Background: an optimization exercise with open tools, aiming at small area. Do not read the settings as production practice.
Function was checked by simulation only, so behaviour that the tests miss may differ from the original.
No activity file was given, so power comes from the tool's default toggle rates.

$ cat flow/run.sh
#!/bin/bash
# synth_recipe.tcl (not shown) runs the flow's synth.tcl, then flattens the netlist and writes it again
# the make line also repeats each setting of config.mk as NAME=value (left out here)
make -C /OpenROAD-flow-scripts/flow DESIGN_CONFIG=/design/flow/config.mk WORK_HOME=/design/flow/orfs CLKGATE_MAP_FILE= SYNTH_SCRIPT=/design/flow/synth_recipe.tcl finish
$ cat flow/design.v
`default_nettype none
module toHex(
    input wire clk,
    input wire rst,
    input wire [3:0] value,
    output reg [7:0] hexChar
);
    always @(posedge clk) begin
        if (rst)
            hexChar <= "0";
        else
            hexChar <= (value <= 4'd9) ? 8'd48 + value : 8'd55 + value;
    end
endmodule
module flashNavigator
#(
  parameter STARTUP_WAIT = 32'd1000
)
(
    input wire clk,
    input wire rst,
    output reg flashClk,
    input wire flashMiso,
    output reg flashMosi,
    output reg flashCs,
    input wire [5:0] charAddress,
    output reg [7:0] charOutput,
    input wire btn1,
    input wire btn2
);
reg [23:0] readAddress;
localparam [7:0] command = 8'h03;
reg [7:0] currentByteOut;
reg [7:0] currentByteNum;
reg [255:0] dataIn;
reg [255:0] dataInBuffer;
localparam STATE_INIT_POWER = 8'd0;
localparam STATE_LOAD_CMD_TO_SEND = 8'd1;
localparam STATE_SEND = 8'd2;
localparam STATE_LOAD_ADDRESS_TO_SEND = 8'd3;
localparam STATE_READ_DATA = 8'd4;
localparam STATE_DONE = 8'd5;
reg [23:0] dataToSend;
reg [8:0] bitsToSend;
reg [32:0] counter;
reg [2:0] state;
reg [2:0] returnState;
reg dataReady;
always @(posedge clk) begin
if (rst) begin
  flashClk <= 0;
  flashMosi <= 0;
  flashCs <= 1;
  readAddress <= 0;
  currentByteOut <= 0;
  currentByteNum <= 0;
  dataIn <= 0;
  dataInBuffer <= 0;
  dataToSend <= 0;
  bitsToSend <= 0;
  counter <= 0;
  state <= 0;
  returnState <= 0;
  dataReady <= 0;
end
else
case (state)
  STATE_INIT_POWER: begin
    if (counter > STARTUP_WAIT && btn1 == 1 && btn2 == 1) begin
      state <= STATE_LOAD_CMD_TO_SEND;
      counter <= 32'b0;
      dataReady <= 0;
      currentByteNum <= 0;
      currentByteOut <= 0;
    end
    else
      counter <= counter + 1;
  end
  STATE_LOAD_CMD_TO_SEND: begin
      flashCs <= 0;
      dataToSend[23-:8] <= command;
      bitsToSend <= 8;
      state <= STATE_SEND;
      returnState <= STATE_LOAD_ADDRESS_TO_SEND;
  end
  STATE_SEND: begin
    if (counter == 32'd0) begin
      flashClk <= 0;
      flashMosi <= dataToSend[23];
      dataToSend <= {dataToSend[22:0],1'b0};
      bitsToSend <= bitsToSend - 1;
      counter <= 1;
    end
    else begin
      counter <= 32'd0;
      flashClk <= 1;
      if (bitsToSend == 0)
        state <= returnState;
    end
  end
  STATE_LOAD_ADDRESS_TO_SEND: begin
    dataToSend <= readAddress;
    bitsToSend <= 24;
    state <= STATE_SEND;
    returnState <= STATE_READ_DATA;
    currentByteNum <= 0;
  end
  STATE_READ_DATA: begin
    if (counter[0] == 1'd0) begin
      flashClk <= 0;
      counter <= counter + 1;
      if (counter[3:0] == 0 && counter > 0) begin
        dataIn[(currentByteNum << 3)+:8] <= currentByteOut;
        currentByteNum <= currentByteNum + 1;
        if (currentByteNum == 31)
          state <= STATE_DONE;
      end
    end
    else begin
      flashClk <= 1;
      currentByteOut <= {currentByteOut[6:0], flashMiso};
      counter <= counter + 1;
    end
  end
  STATE_DONE: begin
    dataReady <= 1;
    flashCs <= 1;
    dataInBuffer <= dataIn;
    counter <= STARTUP_WAIT;
    if (btn1 == 0) begin 
      readAddress <= readAddress + 24;
      state <= STATE_INIT_POWER;
    end
    else if (btn2 == 0) begin 
      readAddress <= readAddress - 24;
      state <= STATE_INIT_POWER;
    end
  end
  default: ;
endcase
end
wire [7:0] byteDisplayNumber;
wire lowerBit;
wire [7:0] hexCharOutput;
wire [3:0] currentHexVal;
reg [7:0] chosenByte;
wire [7:0] hexChar;
reg [3:0] addrNibble;
always @(*) begin
  case (4'd13 - charAddress[3:0])
    4'd0: addrNibble = readAddress[3:0];
    4'd1: addrNibble = readAddress[7:4];
    4'd2: addrNibble = readAddress[11:8];
    4'd3: addrNibble = readAddress[15:12];
    4'd4: addrNibble = readAddress[19:16];
    4'd5: addrNibble = readAddress[23:20];
    default: addrNibble = 4'd0;
  endcase
end
toHex hexConv(
clk,
rst,
addrNibble,
hexChar
);
always @(posedge clk) begin
if (rst) begin
  chosenByte <= 0;
  charOutput <= 0;
end
else begin
chosenByte <= dataInBuffer[(byteDisplayNumber << 3)+:8];
if (charAddress[5:4] == 2'b11) begin
  case (charAddress[3:0])
    0: charOutput <= "A";
    1: charOutput <= "d";
    2: charOutput <= "d";
    3: charOutput <= "r";
    4: charOutput <= ":";
    6: charOutput <= "0";
    7: charOutput <= "x";
    8,9,10,11,12,13: charOutput <= hexChar;
    15: charOutput <= dataReady ? " " : "L";
    default: charOutput <= " ";
  endcase
end
else
  charOutput <= hexCharOutput;
end
end
assign byteDisplayNumber = {3'b000, charAddress[5:1]};
assign lowerBit = charAddress[0];
assign currentHexVal = lowerBit ? chosenByte[3:0] : chosenByte[7:4];
toHex hexConvert(
clk,
rst,
currentHexVal,
hexCharOutput
);
endmodule
$ cat flow/constraint.sdc
create_clock -name core_clock -period 10.0 [get_ports {clk}]
set_input_delay 2.0000 -clock core_clock [delete_from_list [all_inputs] [get_ports {clk}]]
set_output_delay 2.0000 -clock core_clock [all_outputs]
set_load 0.01 [all_outputs]
$ cat flow/config.mk
export PLATFORM = sky130hd
export DESIGN_NAME = flashNavigator
export DESIGN_NICKNAME = flashNavigator
export VERILOG_FILES = /design/flow/design.v
export SDC_FILE = /design/flow/constraint.sdc
export NUM_CORES = 4
export LEC_CHECK = 0
export CAP_MARGIN = 20
export CORE_MARGIN = 2
export CORE_UTILIZATION = 40
export PLACE_DENSITY = 0.6
export SLEW_MARGIN = 20
==> flow_summary.json <==
{
  "p_per_area_nw_per_um2": 173,
  "numCtsBuffers": 69,
  "io_buffers": 20,
  "grt-ovfl-total": 0,
  "hold_buffers": 0,
  "arrival_ns": 5.27,
  "grt_start_max_net_pins": 212,
  "pre_cts_ws_ns": 4.62,
  "post_cts_resized": 0,
  "antenna_cells": 0,
  "synth_top_area_frac": 0.481,
  "cts-root-buf": "clkbuf_16",
  "rsz0062_at_grt": "false",
  "crit_end": "readAddress[23]",
  "crit_required_ns": 10.49,
  "post_cts_buffers": 0,
  "status": "no timing/DRC/antenna violations",
  "synth_nets": 3211,
  "hold_slack_ns": 0.441,
  "start_kind": "input pin",
  "htree_levels": 3,
  "hpwl_um": 40700,
  "ys.warnings.count": 2,
  "yosysTopAreaCell": "dfxtp_1",
  "first_iter_violations": 1794,
  "vias": 21400,
  "drc_errors": 0,
  "reg2reg_to": "dataIn[196]",
  "boundaryPins": 22,
  "vdd_drop_max_mv": 0.110,
  "synth_edf_count": 0,
  "synth_cells": 3168,
  "avgSynthCellArea_um2": 8.54,
  "ys_seq_elements": 650,
  "start_util": 0.403,
  "whs_path_depth": 2,
  "cts.sinks": 650,
  "grt.total_usage": 0.201,
  "finalSetupViolCount": 0,
  "drt_wl_total_um": 70600,
  "cap_violations": 0,
  "holdCritPathClass": "register to register",
  "clock_path_buffers": 3,
  "cts_tree": "built",
  "antenna_found_initial": 2,
  "gp_congestion": 0.859,
  "final_util": 0.446,
  "first_pass_iters": 5,
  "dpl_cell_area_um2": 27800,
  "nFillCells": 6631,
  "clkTransAtPathRegs_ns": 0.06,
  "synth.distinct_cells": 64,
  "area_delta_synth_final_pct": 10.6,
  "final_cell_area_um2": 29900,
  "crit_type": "input pin to register",
  "critPathLaunch": "btn1",
  "seq_area_um2": 13000,
  "die_x_um": 264,
  "path_max_fanout": 24,
  "reg2reg_depth": 10,
  "core_area_um2": 67000,
  "skew_ns": 0.0217,
  "drive_gt1_frac": 0.0809,
  "synth.most_common_cell": "nand2_1",
  "seq_area_frac_synth": 0.481,
  "die-area_um2": 69700,
  "period_needed_ns": 4.78,
  "synth.top_cells.by_area": "dfxtp_1 (48%), nand2_1 (10%), a21oi_1 (8.4%)",
  "core.rowCount": 95,
  "min_period_over_period": 0.478,
  "fin_ws_ns": 5.22,
  "critPathCaptureType": "register",
  "fin_nets": 3103,
  "grt_pass1_vias": 20200,
  "ant_nets": 0,
  "fmax_mhz": 209,
  "grt_pass1_wl_um": 113000,
  "avgViaCountPerCell": 5.37,
  "ys_async_sr_fraction": 0,
  "r2r_start": "currentByteNum[0]",
  "synthTopCellsByCount": "nand2_1 (754), dfxtp_1 (650), a21oi_1 (453)",
  "p_leak_uw": 0.0104,
  "hold_viol_final": 0,
  "ff2ff_setup_slack_ns": 6.38,
  "multi_input_area_um2": 13100,
  "synth.cell_area_um2": 27000,
  "dominantRegCellSynth": "dfxtp_1",
  "slew_headroom": 0.246,
  "drv_slew": 0,
  "clk_latency_ns": 0.61,
  "die_h_um": 264,
  "setup_tns_ns": 0,
  "tightest_slew_ns": 1.13,
  "wl_per_cell_um": 17.8
}
-- where the power goes --
part / switching (µW) / internal [µW]
Combinational: 95.3 / 37.2
Sequential: 2.31 / 2590
Clock: 1030 / 1430
Total: 1130 / 4060
-- stage by stage --
step | power [µW] | std cells
3_5_place_dp | 2780 | 3862
4_1_cts | 5240 | 3976
6_report | 5190 | 3976
2_1_floorplan | 2750 | 3168
5_1_grt | 5350 | 3976
3_3_place_gp | 2780 | 3862
-- layer usage --
metal | vias to the layer above | share of wire | track usage
met5 | - | 0 | 0
met4 | 0 | 0.023 | 0.0537
met3 | 107 | 0.044 | 0.0280
met2 | 472 | 0.45 | 0.320
met1 | 10200 | 0.48 | 0.287
li1 | 10600 | - | -
-- cells by family after synthesis --
logic type               synth area share
multiplexers                        0.124
adder cells (fa/ha/maj)            0.0151
flip-flops                          0.481
XOR/XNOR                           0.0162
other                            0.000139
buffers and inverters              0.0370
AND/OR/NAND/NOR                     0.186
AO/OA/AOI/OAI                       0.141
-- state kept, by name, indices dropped and copies added (netlist names), 2 cells and up --
register and count:
bitsToSend 9, dataIn 256, returnState 2, counter 33, state 3, hexConv.hexChar 7
charOutput 7, readAddress 21, hexConvert.hexChar 7, currentByteOut 8, currentByteNum 8, chosenByte 8
dataToSend 21, dataInBuffer 256
-- critical path: stages --
cell and delay, ns:
clkdlybuf4s50_1 0.46, buf_4 0.29, inv_1 0.17, fa_1 0.50, a211oi_1 0.28, o21bai_1 0.15
o211ai_1 0.25, a311oi_1 0.21, a41oi_1 0.36, mux2i_1 0.12, a21oi_1 0.13, mux2_2 0.34
-- worst min-delay path by stage --
stage	startpoint	endpoint	slack, ns
6_report	dataIn[20]	dataInBuffer[20]	0.44
5_1_grt	dataIn[20]	dataInBuffer[20]	0.46
2_1_floorplan	dataIn[100]	dataInBuffer[100]	0.43
3_3_place_gp	dataIn[106]	dataInBuffer[106]	0.43
3_5_place_dp	dataIn[227]	dataInBuffer[227]	0.44
4_1_cts	dataIn[20]	dataInBuffer[20]	0.44
-- area by class of cell --
type | instances | area share
Clock buffer | 102 | 0.0666
Clock inverter | 12 | 0.00468
Inverter | 27 | 0.00339
Multi-Input combinational cell | 2253 | 0.437
Sequential cell | 650 | 0.435
Tap cell | 873 | 0.0365
Timing Repair Buffer | 59 | 0.0168
-- placed cells by master (no fill, tap or decap), types with 10 or more instances in the layout --
cell type	synthesis	routed
a211oi_1	16	16
a21oi_1	453	452
a221oi_1	10	10
a22oi_1	10	10
a311oi_1	16	16
buf_4	1	41
clkbuf_1	205	21
clkbuf_16	0	71
clkbuf_8	0	10
clkdlybuf4s50_1	0	16
dfxtp_1	650	643
ha_1	31	31
inv_1	26	26
mux2i_1	154	154
mux4_2	79	79
nand2_1	754	751
nand2b_1	12	12
nand3_1	59	59
nand4_1	12	12
nor2_1	300	297
nor3_1	26	25
o21ai_0	152	152
xnor2_1	30	30
xor2_1	20	20

==> separate check: timing with driven ports <==
How much do the figures lean on ideal ports? The routed layout below was timed once more, with nothing changed but the port constraints.
Step 1, drivers: a clkbuf_16 drives clk and a buf_2 each remaining input, both assumed.
Step 2 moves the port delays by t, midway between the first and last clock arrival at a register: inputs arrive t later, outputs are due t later. That takes back most of the time a late clock gives input paths.
Slacks: ideal / step 1 / step 2; pairs: ideal / step 1.
shift t [ns]: 0.664
setup slack, ns: 5.218 / 5.254 / 4.590
hold slack, ns: 0.441 / 0.441 / 0.441
latest minus earliest clock arrival (ns): 0.022 / 0.022
After both steps this run still meets setup and hold. The setup slack of this run moves by +0.036 ns with the drivers and by -0.628 ns with both steps.
